Context: an optimization exercise on an open-source flow, tuned for small area and a short achievable clock period. The choices shown serve that exercise and are no tape-out recipe.
RTL that was checked went through simulation tests only; none was proved equivalent to the original.
Power figures rest on the tool's default switching activity, not on a simulated workload.

==> flow/design.v <==
module M216A_TopModule(
    input  wire       clk_i,
    input  wire       rst_i,
    input  wire [4:0] width_i,
    input  wire [4:0] height_i,
    output wire [7:0] index_x_o,
    output wire [7:0] index_y_o,
    output wire [3:0] strike_o
);
    reg k4, k5, k6, k7, k8, k9, k10, k11, k12, k13;
    reg [4:0] wr;
    always @(posedge clk_i) begin
        k4  <= height_i == 5'd4;
        k5  <= height_i == 5'd5;
        k6  <= height_i == 5'd6;
        k7  <= height_i == 5'd7;
        k8  <= height_i == 5'd8;
        k9  <= height_i == 5'd9;
        k10 <= height_i == 5'd10;
        k11 <= height_i == 5'd11;
        k12 <= height_i == 5'd12;
        k13 <= height_i >= 5'd13;
        wr  <= width_i;
    end
    wire valid = k4 | k5 | k6 | k7 | k8 | k9 | k10 | k11 | k12 | k13;
    reg       started;
    reg [1:0] p;
    always @(posedge clk_i) begin
        if (rst_i) begin
            started <= 1'b0;
            p <= 2'd0;
        end else begin
            if (valid) started <= 1'b1;
            if (valid | started) p <= p + 2'd1;
        end
    end
    wire clr = rst_i | ~started;
    reg  [52:1] RH, RT;
    wire [3:0] T1  = RT[4:1],   T2  = RT[8:5],   T3  = RT[12:9],  T4  = RT[16:13];
    wire [3:0] T5  = RT[20:17], T6  = RT[24:21], T7  = RT[28:25], T8  = RT[32:29];
    wire [3:0] T9  = RT[36:33], T10 = RT[40:37], T11 = RT[44:41], T12 = RT[48:45];
    wire [3:0] T13 = RT[52:49];
    wire [3:0] A0 = {4{k4}} & T10 | {4{k5}} & T8 | {4{k6}} & T6 | {4{k7}} & T4
                  | {4{k8}} & T1  | {4{k9}} & T3 | {4{k10}} & T5 | {4{k11}} & T7
                  | {4{k12}} & T9 | {4{k13}} & T13;
    wire [3:0] A1 = {4{k4}} & T8  | {4{k5}} & T6 | {4{k6}} & T4 | {4{k7}} & T1
                  | {4{k8}} & T2  | {4{k9}} & T5 | {4{k10}} & T7 | {4{k11}} & T9
                  | {4{k12}} | {4{k13}} & T12;
    wire [3:0] A2 = {4{k7}} & T2 | {4{k8}} & T3 | {4{k13}} & T11
                  | {4{~(k7 | k8 | k13)}};
    function cmp4;
        input [3:0] a, b;
        input c;
        integer i;
        reg r;
        begin
            r = c;
            for (i = 0; i < 4; i = i + 1)
                r = (~a[i] & b[i]) | (~a[i] & r) | (b[i] & r);
            cmp4 = r;
        end
    endfunction
    wire [3:0] klo = 4'd0 - wr[3:0];
    wire [3:0] kn  = p[0] ? 4'd7 : klo;
    reg le01, le02, le12, f0, f1, f2;
    always @(posedge clk_i) begin
        if (~p[1]) begin
            le01 <= cmp4(A0, A1, ~p[0] | le01);
            le02 <= cmp4(A0, A2, ~p[0] | le02);
            le12 <= cmp4(A1, A2, ~p[0] | le12);
            f0   <= cmp4(A0, kn, ~p[0] | f0);
            f1   <= cmp4(A1, kn, ~p[0] | f1);
            f2   <= cmp4(A2, kn, ~p[0] | f2);
        end
    end
    wire win0 = le01 & le02;
    wire win1 = ~le01 & le12;
    wire win2 = ~win0 & ~win1;
    wire fit = win0 & f0 | win1 & f1 | win2 & f2;
    wire [3:0] Tsel = {4{win0}} & A0 | {4{win1}} & A1 | {4{win2}} & A2;
    wire [3:0] cid = {4{k4 & win0}} & 4'd10 | {4{k4 & ~win0}} & 4'd8
                   | {4{k5 & win0}} & 4'd8  | {4{k5 & ~win0}} & 4'd6
                   | {4{k6 & win0}} & 4'd6  | {4{k6 & ~win0}} & 4'd4
                   | {4{k7 & win0}} & 4'd4  | {4{k7 & win1}} & 4'd1 | {4{k7 & win2}} & 4'd2
                   | {4{k8 & win0}} & 4'd1  | {4{k8 & win1}} & 4'd2 | {4{k8 & win2}} & 4'd3
                   | {4{k9 & win0}} & 4'd3  | {4{k9 & ~win0}} & 4'd5
                   | {4{k10 & win0}} & 4'd5 | {4{k10 & ~win0}} & 4'd7
                   | {4{k11 & win0}} & 4'd7 | {4{k11 & ~win0}} & 4'd9
                   | {4{k12}} & 4'd9
                   | {4{k13 & win0}} & 4'd13 | {4{k13 & win1}} & 4'd12 | {4{k13 & win2}} & 4'd11;
    reg inc;
    wire [3:0] addend = p[0] ? {3'b0, inc} : wr[3:0];
    wire [4:0] sum = Tsel + addend;
    reg [3:0] sumr;
    always @(posedge clk_i) begin
        inc  <= sum[4] | wr[4];
        sumr <= sum[3:0];
    end
    reg [3:0] code;
    reg [7:0] xq;
    always @(posedge clk_i) begin
        if (rst_i)
            code <= 4'd0;
        else if (p == 2'd2)
            code <= ~valid ? 4'd0 : (fit ? cid : 4'd15);
    end
    always @(posedge clk_i) begin
        if (p == 2'd2) xq[3:0] <= Tsel;
        if (p == 2'd3) xq[7:4] <= Tsel;
    end
    wire wph = p[0] ~^ p[1];    
    wire [3:0] wdat = clr ? 4'd0 : sumr;
    reg  [13:1] wen;
    integer s;
    always @(*) begin
        for (s = 1; s <= 13; s = s + 1)
            wen[s] = clr | (wph & (code == s));
    end
    always @(posedge clk_i) begin
        for (s = 1; s <= 13; s = s + 1) begin
            RH[4*s -: 4] <= RT[4*s -: 4];
            RT[4*s -: 4] <= wen[s] ? wdat : RH[4*s -: 4];
        end
    end
    reg [7:0] ytab;
    always @(*) begin
        case (code)
            4'd1:  ytab = 8'd0;
            4'd2:  ytab = 8'd8;
            4'd3:  ytab = 8'd16;
            4'd4:  ytab = 8'd25;
            4'd5:  ytab = 8'd32;
            4'd6:  ytab = 8'd42;
            4'd7:  ytab = 8'd48;
            4'd8:  ytab = 8'd59;
            4'd9:  ytab = 8'd64;
            4'd10: ytab = 8'd76;
            4'd11: ytab = 8'd80;
            4'd12: ytab = 8'd96;
            4'd13: ytab = 8'd112;
            default: ytab = 8'd128;
        endcase
    end
    reg [7:0] xo, yo;
    reg [3:0] so;
    always @(posedge clk_i) begin
        if (rst_i) begin
            xo <= 8'd0;
            yo <= 8'd0;
            so <= 4'd0;
        end else if (p == 2'd2 && code != 4'd0) begin
            xo <= (code == 4'd15) ? 8'd128 : xq;
            yo <= ytab;
            if (code == 4'd15) so <= so + 4'd1;
        end
    end
    assign index_x_o = xo;
    assign index_y_o = yo;
    assign strike_o  = so;
endmodule
clock: 4.0 ns
lec_check: 0
cap_margin: 20
core_margin: 2
core_utilization: 40
cts_buf_list: sky130_fd_sc_hd__clkbuf_4 sky130_fd_sc_hd__clkbuf_8
gpl_timing_driven: 0
setup_slack_margin: 1.5
slew_margin: 20
standard.sh (not shown) runs the stock make flow with config.mk's settings and CLKGATE_MAP_FILE= SYNTH_SCRIPT=/design/flow/synth_recipe.tcl, a recipe that flattens the netlist after the stock synthesis.
==> flow/flow/run.sh <==
#!/bin/bash
# Standard layout, but with faster port buffers than the default pick.
cp standard.sh standard_sh.txt
export BUFFER_PORTS_ARGS="-buffer_cell sky130_fd_sc_hd__buf_4"
bash standard.sh > standard.log 2>&1
The starting point finished with timing, DRC and antenna clean.
Change:
==> flow/run.sh (new file) <==
#!/bin/bash
# synth_recipe.tcl (not shown) runs the flow's synth.tcl, then flattens the netlist and writes it again
# the make line also repeats each setting of config.mk as NAME=value (left out here)
make -C /OpenROAD-flow-scripts/flow DESIGN_CONFIG=/design/flow/config.mk WORK_HOME=/design/flow/orfs CLKGATE_MAP_FILE= SYNTH_SCRIPT=/design/flow/synth_recipe.tcl finish
removed: flow/flow/run.sh
removed: flow/standard.sh
Outcome: The new run passed the timing, design-rule and antenna checks; power is lower by 2.5%; design area increases by 0.75%; synthesized cell count does not change; via count is higher by 1.2%; non-clock buffer count stays the same; core utilization goes up by 0.36 points; clock skew barely changes; worst setup slack gets better by 0.037 ns; routed wire length increases by 2.3%.
No run of this note included a check of the RTL's function; only the layout flow was run.


Setup of run K:
M216A_TopModule, a different RTL version from the one above (not shown whole).
Size: roughly 6500 µm² of cells after synthesis.
==> flow/config.mk <==
export PLATFORM = sky130hd
export DESIGN_NAME = M216A_TopModule
export DESIGN_NICKNAME = M216A_TopModule
export VERILOG_FILES = /design/flow/design.v
export SDC_FILE = /design/flow/constraint.sdc
export NUM_CORES = 4
export LEC_CHECK = 0
export CAP_MARGIN = 20
export CORE_MARGIN = 2
export CORE_UTILIZATION = 40
export CTS_BUF_LIST = sky130_fd_sc_hd__clkbuf_4 sky130_fd_sc_hd__clkbuf_8
export GPL_TIMING_DRIVEN = 0
export SETUP_SLACK_MARGIN = 2.2
export SLEW_MARGIN = 20
==> flow/constraint.sdc <==
create_clock -name core_clock -period 4.0 [get_ports {clk_i}]
set_input_delay 0.8000 -clock core_clock [delete_from_list [all_inputs] [get_ports {clk_i}]]
set_output_delay 0.8000 -clock core_clock [all_outputs]
set_load 0.01 [all_outputs]
==> flow/flow/run.sh <==
#!/bin/bash
# Standard layout, but with faster port buffers than the default pick.
cp standard.sh standard_sh.txt
export BUFFER_PORTS_ARGS="-buffer_cell sky130_fd_sc_hd__buf_4"
bash standard.sh > standard.log 2>&1
Run K ran to completion and came out clean on the timing, design-rule and antenna checks.
Relative to run K, the following input files were edited for run D:
- a change of SETUP_SLACK_MARGIN from 2.2 to 1.8
==> flow/run.sh (new file) <==
#!/bin/bash
# synth_recipe.tcl (not shown) runs the flow's synth.tcl, then flattens the netlist and writes it again
# the make line also repeats each setting of config.mk as NAME=value (left out here)
make -C /OpenROAD-flow-scripts/flow DESIGN_CONFIG=/design/flow/config.mk WORK_HOME=/design/flow/orfs CLKGATE_MAP_FILE= SYNTH_SCRIPT=/design/flow/synth_recipe.tcl finish
removed: flow/flow/run.sh
removed: flow/standard.sh
### Flow results
When run D is set beside run K, its clock skew turns out to be 0.0038 ns larger.
Looking at combinational group share of total power across run K and run D, the one that comes out lower is run D.
Both conditions hold for run D: the flow ran to the end and the final layout passed the timing, design-rule and antenna checks.
Compared with run K, ratio of routed vias to standard cells in run D decreased slightly.
Run D vs. run K: power picked up an extra 2.6%; via count of the first global-routing pass lost about 1.6%; layout-stage area growth over the synthesis result lost 1.5 points; sequential share of layout area picked up an extra 0.46 points; total number of vias lost 2.9%.
No run of this note included a check of the RTL's function; only the layout flow was run.


M216A_TopModule, a different RTL version from the one above (not shown whole).
Size: ~590 cells after synthesis, about 170 flip-flops, about 32 I/O pins, roughly 5800 sq um of cells after synthesis.
==> flow/design.v (excerpt) <==
module M216A_TopModule(
    input  wire       clk_i,
    input  wire       rst_i,
    input  wire [4:0] width_i,
    input  wire [4:0] height_i,
    output wire [7:0] index_x_o,
    output wire [7:0] index_y_o,
    output wire [3:0] strike_o
);
Settings: LEC_CHECK=0, CAP_MARGIN=20, CORE_MARGIN=2, CORE_UTILIZATION=40, CTS_BUF_LIST=sky130_fd_sc_hd__clkbuf_4 sky130_fd_sc_hd__clkbuf_8, GPL_TIMING_DRIVEN=0, SETUP_SLACK_MARGIN=2.05, SLEW_MARGIN=20; clock period 4.0 ns.
==> flow/flow/run.sh <==
#!/bin/bash
# Standard layout with two changes: the port buffers are buf_2 cells, and
# synthesis maps the logic with flow/abc.script instead of ORFS's
# abc_speed.script (same synthesis otherwise, so the registers are the
# standard synthesis's).  Each step's output goes to its own log here.
set -e
rm -rf scripts_abc
cp -r "$FLOW_HOME/scripts" scripts_abc
cp flow/abc.script scripts_abc/abc_speed.script
export BUFFER_PORTS_ARGS="-buffer_cell sky130_fd_sc_hd__buf_2"
bash standard.sh SCRIPTS_DIR="$PWD/scripts_abc" CTS_ARGS='-sink_clustering_enable -repair_clock_nets -dont_use_dummy_load -buf_list {sky130_fd_sc_hd__clkbuf_4 sky130_fd_sc_hd__clkbuf_8}' finish > standard.log 2>&1
==> flow/flow/abc.script <==
strash
&get -n
&fraig -x
&put
scorr
dc2
dretime
strash
&get -n
&dch -f
&nf -R 1000
&put
The first run completed without violations.
Rerun with:
==> flow/flow/abc.script (replaced) <==
strash
&get -n
&fraig -x
&put
scorr
dc2
dretime
strash
&get -n
&dch -f
&nf
&put
Effect:
- via count came out lower slightly
- utilization came out lower by 1.6 points
- total power barely changes

static timing again, ports no longer ideal:
The flow's constraints put no driver on any port. The routed layouts listed below were extracted and timed again, unchanged, in two steps. Step 1 sets driving cells, clkbuf_16 on the clock port and buf_2 on the other inputs (assumed; they add their load-dependent delay and slew). Step 2 also shifts input and output timing later by t, the mid clock arrival at the registers, as if the neighbouring blocks saw the same clock. Three values: ideal ports, drivers, drivers and shift; two values: the first two.
run | shift t [ns] | slack for setup (ns) | worst setup path at the end | worst register clock-pin slew, ns | worst data-port slew with drivers (ns)
the first run of note 1 | 0.491 | 1.363 / 1.363 / 1.363 | register to register | 0.09 / 0.09 | 0.03
the second run of note 1 | 0.499 | 1.401 / 1.401 / 1.401 | register to register | 0.09 / 0.09 | 0.03
run K | 0.491 | 1.447 / 1.447 / 1.447 | register to register | 0.09 / 0.09 | 0.04
run D | 0.492 | 1.468 / 1.468 / 1.468 | register to register | 0.10 / 0.10 | 0.03
the first run of note 3 | 0.474 | 2.060 / 2.060 / 1.619 | input to register | 0.08 / 0.08 | 0.04
the second run of note 3 | 0.487 | 2.102 / 2.102 / 1.689 | input to register | 0.08 / 0.08 | 0.03
After both steps setup and hold are still met in every run listed. The setup slack of the first run of note 3, which loses most, moves by 0.000 ns with the drivers and by -0.441 ns with both steps.
